From an optimization exercise on the open Yosys and OpenROAD flow, aimed at small area, a short achievable clock period and few clock cycles per item; shortcuts taken in it are not production practice. RTL that was checked went through simulation tests only; none was proved equivalent to the original.

== north ==
==> module milestone1, before the edit <==
module milestone1 (
    input  logic        CLOCK_50_I,
    input  logic        resetn,
    input  logic        M1_start,
    input  logic [15:0] SRAM_read_data,
    output logic [15:0] SRAM_write_data,
    output logic [17:0] SRAM_address,
    output logic        SRAM_we_n,
    output logic        M1_done
);
localparam logic [17:0] U_BASE   = 18'd38400;
localparam logic [17:0] V_BASE   = 18'd57600;
localparam logic [17:0] RGB_BASE = 18'd146944;
logic        run;          
logic        pro_n;        
logic        wr12;         
logic [4:0]  ph;           
logic [7:0]  jc;           
logic [15:0] yc;           
logic [17:0] wa;           
wire odd_slot = jc[0];
logic [7:0] us [0:6];
logic [7:0] vs [0:6];
always_ff @(posedge CLOCK_50_I) begin
    if (run && ph[2]) begin
        if (!odd_slot) begin
            us[0] <= us[2]; us[1] <= us[3]; us[2] <= us[4]; us[3] <= us[5]; us[4] <= us[6];
            us[5] <= SRAM_read_data[15:8]; us[6] <= SRAM_read_data[7:0];
        end else begin
            vs[0] <= vs[2]; vs[1] <= vs[3]; vs[2] <= vs[4]; vs[3] <= vs[5]; vs[4] <= vs[6];
            vs[5] <= SRAM_read_data[15:8]; vs[6] <= SRAM_read_data[7:0];
        end
    end
end
logic use_v;                        
logic c_j0, c_j1, c_j157, c_j158, c_j159, c_odd;    
always_ff @(posedge CLOCK_50_I) begin
    use_v  <= ph[2];
    c_j0   <= (jc == 8'd0);
    c_j1   <= (jc == 8'd1);
    c_j157 <= (jc == 8'd157);
    c_j158 <= (jc == 8'd158);
    c_j159 <= (jc == 8'd159);
    c_odd  <= jc[0];
end
wire [7:0] S0 = use_v ? vs[0] : us[0];
wire [7:0] S1 = use_v ? vs[1] : us[1];
wire [7:0] S2 = use_v ? vs[2] : us[2];
wire [7:0] S3 = use_v ? vs[3] : us[3];
wire [7:0] S4 = use_v ? vs[4] : us[4];
wire [7:0] S5 = use_v ? vs[5] : us[5];
wire [7:0] S6 = use_v ? vs[6] : us[6];
logic [7:0] x0, x1, x2, x3, x4, x5;
always_comb begin
    if (c_j0)        begin x0 = S3; x1 = S3; x2 = S3; x3 = S4; x4 = S5; x5 = S6; end
    else if (c_j1)   begin x0 = S1; x1 = S1; x2 = S2; x3 = S3; x4 = S4; x5 = S5; end
    else if (c_j157) begin x0 = S0; x1 = S1; x2 = S2; x3 = S3; x4 = S4; x5 = S4; end
    else if (c_j158) begin x0 = S1; x1 = S2; x2 = S3; x3 = S4; x4 = S4; x5 = S4; end
    else if (c_j159) begin x0 = S0; x1 = S1; x2 = S2; x3 = S2; x4 = S2; x5 = S2; end
    else if (c_odd)  begin x0 = S0; x1 = S1; x2 = S2; x3 = S3; x4 = S4; x5 = S5; end
    else             begin x0 = S1; x1 = S2; x2 = S3; x3 = S4; x4 = S5; x5 = S6; end
end
logic [8:0] a1, a2, a3;
always_ff @(posedge CLOCK_50_I) begin
    a1 <= x0 + x5;
    a2 <= x1 + x4;
    a3 <= x2 + x3;
end
wire [8:0] fw;                      
m1_filter u_filter (.a1(a1), .a2(a2), .a3(a3), .fs(fw));
logic [7:0] op_y, ylo;
logic [8:0] op_u, op_v;             
wire [7:0] ue = c_odd ? us[2] : us[3];    
wire [7:0] ve = c_odd ? vs[4] : vs[3];    
always_ff @(posedge CLOCK_50_I) begin
    if (ph[1]) begin
        op_y <= SRAM_read_data[15:8];
        ylo  <= SRAM_read_data[7:0];
        op_u <= {ue[7], ~ue[7], ue[6:0]};
        op_v <= {ve[7], ~ve[7], ve[6:0]};
    end
    if (ph[3]) op_u <= fw;
    if (ph[4]) begin
        op_y <= ylo;
        op_v <= fw;
    end
end
wire [7:0] py = op_y;
wire [8:0] pu = op_u;
wire [8:0] pv = op_v;
wire ku = ~pu[8] & ~pu[7];
wire kv = ~pv[8] & ~pv[7];
wire [10:0] tr, tg, tb;             
m1_engine u_engine (.py(py), .pu(pu), .pv(pv), .tr(tr), .tg(tg), .tb(tb));
function automatic [7:0] clip(input [10:0] t, input kill);
    clip = {8{~kill & t[10]}} & ({8{t[9] | t[8]}} | t[7:0]);
endfunction
wire [7:0] cr = clip(tr, kv);
wire [7:0] cg = clip(tg, ku | kv);
wire [7:0] cb = clip(tb, ku);
logic [7:0] b0;
always_ff @(posedge CLOCK_50_I) begin
    if (ph[2]) b0 <= cb;
    if (ph[2])      SRAM_write_data <= {cr, cg};
    else if (ph[0]) SRAM_write_data <= {b0, cr};
    else            SRAM_write_data <= {cg, cb};
end
wire writing = run & pro_n;
wire [15:0] yc3 = yc + 16'd3;
wire [14:0] cw = yc3[15:1];
always_ff @(posedge CLOCK_50_I) begin
    if (!run) begin
        wr12 <= 1'b0;
        jc <= 8'd156;
        yc <= 16'hFFFD;
        wa <= RGB_BASE;
    end else begin
        if ((ph[0] || ph[1]) && wr12) wa <= wa + 18'd1;
        if (ph[2] && writing) wa <= wa + 18'd1;
        if (ph[3]) yc <= yc + 16'd1;
        if (ph[4]) begin
            jc <= c_j159 ? 8'd0 : jc + 8'd1;
            wr12 <= pro_n;
        end
    end
end
always_ff @(posedge CLOCK_50_I or negedge resetn) begin
    if (!resetn) begin
        run <= 1'b0;
        pro_n <= 1'b0;
        ph <= 5'b00001;
        SRAM_address <= 18'd0;
        SRAM_we_n <= 1'b1;
        M1_done <= 1'b0;
    end else if (!run) begin
        if (M1_start && !M1_done) begin
            run <= 1'b1;
            pro_n <= 1'b0;
            ph <= 5'b00001;
            SRAM_address <= U_BASE;
        end
        SRAM_we_n <= 1'b1;
    end else begin
        ph <= {ph[3:0], ph[4]};
        if (ph[0] || ph[1]) begin                  
            SRAM_address <= wa;
            SRAM_we_n <= !wr12;
        end
        if (ph[2]) begin                           
            SRAM_address <= wa;
            if (wr12 && wa == 18'd0) begin
                run <= 1'b0;
                M1_done <= 1'b1;
                SRAM_we_n <= 1'b1;
            end else begin
                SRAM_we_n <= !writing;
            end
        end
        if (ph[3]) begin                           
            SRAM_address <= {2'd0, yc};
            SRAM_we_n <= 1'b1;
        end
        if (ph[4]) begin                           
            SRAM_we_n <= 1'b1;
            if (jc[0]) SRAM_address <= U_BASE + {3'd0, cw};      
            else       SRAM_address <= V_BASE + {3'd0, cw};      
            if (c_j159) pro_n <= 1'b1;
        end
    end
end
endmodule
make LEC_CHECK=0 CAP_MARGIN=20 CORE_MARGIN=2 CORE_UTILIZATION=40 SETUP_SLACK_MARGIN=5 SLEW_MARGIN=20 SYNTH_HIERARCHICAL=1 SYNTH_MINIMUM_KEEP_SIZE=0 finish   # period 10.5 ns
run.sh (not shown) runs the stock make flow with config.mk's settings and CLKGATE_MAP_FILE= SYNTH_SCRIPT=/design/flow/synth_recipe.tcl, a recipe that flattens the netlist after the stock synthesis.
Testbench counts of north, summed over its fixed seeds: cycles 1,152,150, pixels 460,800.
Relative to north, the following input files were edited for south:
diff --git a/flow/design.v b/flow/design.v
--- a/flow/design.v
+++ b/flow/design.v
@@ -15,14 +15,17 @@
 localparam logic [17:0] RGB_BASE = 18'd146944;
 logic        run;          
 logic        pro_n;        
-logic        wr12;         
+logic [2:0]  pro;          
+logic        first;        
 logic [4:0]  ph;           
 logic [7:0]  jc;           
+logic [14:0] cw;           
 logic [15:0] yc;           
 logic [17:0] wa;           
 wire odd_slot = jc[0];
 logic [7:0] us [0:6];
 logic [7:0] vs [0:6];
+logic [15:0] yw;                    
 always_ff @(posedge CLOCK_50_I) begin
     if (run && ph[2]) begin
         if (!odd_slot) begin
@@ -33,6 +36,7 @@
             vs[5] <= SRAM_read_data[15:8]; vs[6] <= SRAM_read_data[7:0];
         end
     end
+    if (ph[1]) yw <= SRAM_read_data;
 end
 logic use_v;                        
 logic c_j0, c_j1, c_j157, c_j158, c_j159, c_odd;    
@@ -70,26 +74,18 @@
 end
 wire [8:0] fw;                      
 m1_filter u_filter (.a1(a1), .a2(a2), .a3(a3), .fs(fw));
-logic [7:0] op_y, ylo;
-logic [8:0] op_u, op_v;             
-wire [7:0] ue = c_odd ? us[2] : us[3];    
-wire [7:0] ve = c_odd ? vs[4] : vs[3];    
+logic [8:0] uo, vo;                 
 always_ff @(posedge CLOCK_50_I) begin
-    if (ph[1]) begin
-        op_y <= SRAM_read_data[15:8];
-        ylo  <= SRAM_read_data[7:0];
-        op_u <= {ue[7], ~ue[7], ue[6:0]};
-        op_v <= {ve[7], ~ve[7], ve[6:0]};
-    end
-    if (ph[3]) op_u <= fw;
-    if (ph[4]) begin
-        op_y <= ylo;
-        op_v <= fw;
-    end
+    if (ph[3]) uo <= fw;
+    if (ph[4]) vo <= fw;
 end
-wire [7:0] py = op_y;
-wire [8:0] pu = op_u;
-wire [8:0] pv = op_v;
+logic even_px;                      
+always_ff @(posedge CLOCK_50_I) even_px <= ph[1];
+wire [7:0] ue = c_odd ? us[2] : us[3];    
+wire [7:0] ve = c_odd ? vs[4] : vs[3];    
+wire [7:0] py = even_px ? yw[15:8] : yw[7:0];
+wire [8:0] pu = even_px ? {ue[7], ~ue[7], ue[6:0]} : uo;    
+wire [8:0] pv = even_px ? {ve[7], ~ve[7], ve[6:0]} : vo;    
 wire ku = ~pu[8] & ~pu[7];
 wire kv = ~pv[8] & ~pv[7];
 wire [10:0] tr, tg, tb;             
@@ -108,21 +104,23 @@
     else            SRAM_write_data <= {cg, cb};
 end
 wire writing = run & pro_n;
-wire [15:0] yc3 = yc + 16'd3;
-wire [14:0] cw = yc3[15:1];
 always_ff @(posedge CLOCK_50_I) begin
     if (!run) begin
-        wr12 <= 1'b0;
+        pro <= 3'd3;
+        first <= 1'b1;
         jc <= 8'd156;
-        yc <= 16'hFFFD;
+        cw <= 15'd0;
+        yc <= 16'd0;
         wa <= RGB_BASE;
     end else begin
-        if ((ph[0] || ph[1]) && wr12) wa <= wa + 18'd1;
+        if ((ph[0] || ph[1]) && writing && !first) wa <= wa + 18'd1;
         if (ph[2] && writing) wa <= wa + 18'd1;
-        if (ph[3]) yc <= yc + 16'd1;
+        if (ph[3] && (writing || pro == 3'd0)) yc <= yc + 16'd1;
         if (ph[4]) begin
-            jc <= c_j159 ? 8'd0 : jc + 8'd1;
-            wr12 <= pro_n;
+            jc <= (jc == 8'd159) ? 8'd0 : jc + 8'd1;
+            if (!jc[0]) cw <= cw + 15'd1;          
+            if (!pro_n) pro <= pro - 3'd1;
+            else first <= 1'b0;
         end
     end
 end
@@ -146,11 +144,11 @@
         ph <= {ph[3:0], ph[4]};
         if (ph[0] || ph[1]) begin                  
             SRAM_address <= wa;
-            SRAM_we_n <= !wr12;
+            SRAM_we_n <= !(writing && !first);
         end
         if (ph[2]) begin                           
             SRAM_address <= wa;
-            if (wr12 && wa == 18'd0) begin
+            if (!first && wa == 18'd0) begin
                 run <= 1'b0;
                 M1_done <= 1'b1;
                 SRAM_we_n <= 1'b1;
@@ -166,7 +164,7 @@
             SRAM_we_n <= 1'b1;
             if (jc[0]) SRAM_address <= U_BASE + {3'd0, cw};      
             else       SRAM_address <= V_BASE + {3'd0, cw};      
-            if (c_j159) pro_n <= 1'b1;
+            if (!pro_n && pro == 3'd0) pro_n <= 1'b1;
         end
     end
 end
[summary]
- [compare] base=north new=south: first-pass iteration count of the detailed router dropped 1, minimum clock period after layout climbed 0.20 ns.
- Violation count after the first detailed-route iteration: south lower than north
- Looking at largest net degree at the start of global routing across south and north, the one that comes out lower is north.
- Largest stage delay on the critical path for south: 0.11 ns up relative to north
- Higher netlist area before placement was reported by south, not north.
- Sequential share of layout area came out lower on south than on north.
- south ends up with a critical path depth that is about 10% higher than in north.
- north leaves more setup margin than south.
- Lower post-detailed-routing wire length among south and north: north
- Post-CTS setup-driven buffer insertion count: higher on south
- Number of placed instances with taps included, south and north: higher on south
For south, only the layout was checked, not whether the RTL still works.

-- re-timing with driven ports --
The flow's constraints put no driver on any port. The routed layouts listed below were extracted and timed again, unchanged, in two steps. Step 1 assumes that a clkbuf_16 drives the clock port and a buf_2 every other input. Step 2 also shifts input and output timing later by t, the mid clock arrival at the registers, as if the neighbouring blocks saw the same clock. Three values: ideal, step 1, step 2; two values: the first two.
run | t, ns | setup WS [ns] | pins driven straight from the clock port
north | 0.643 | 5.197 / 5.197 / 5.197 | 1
south | 0.629 | 5.000 / 5.000 / 5.000 | 1
After both steps setup and hold are still met in every run listed.
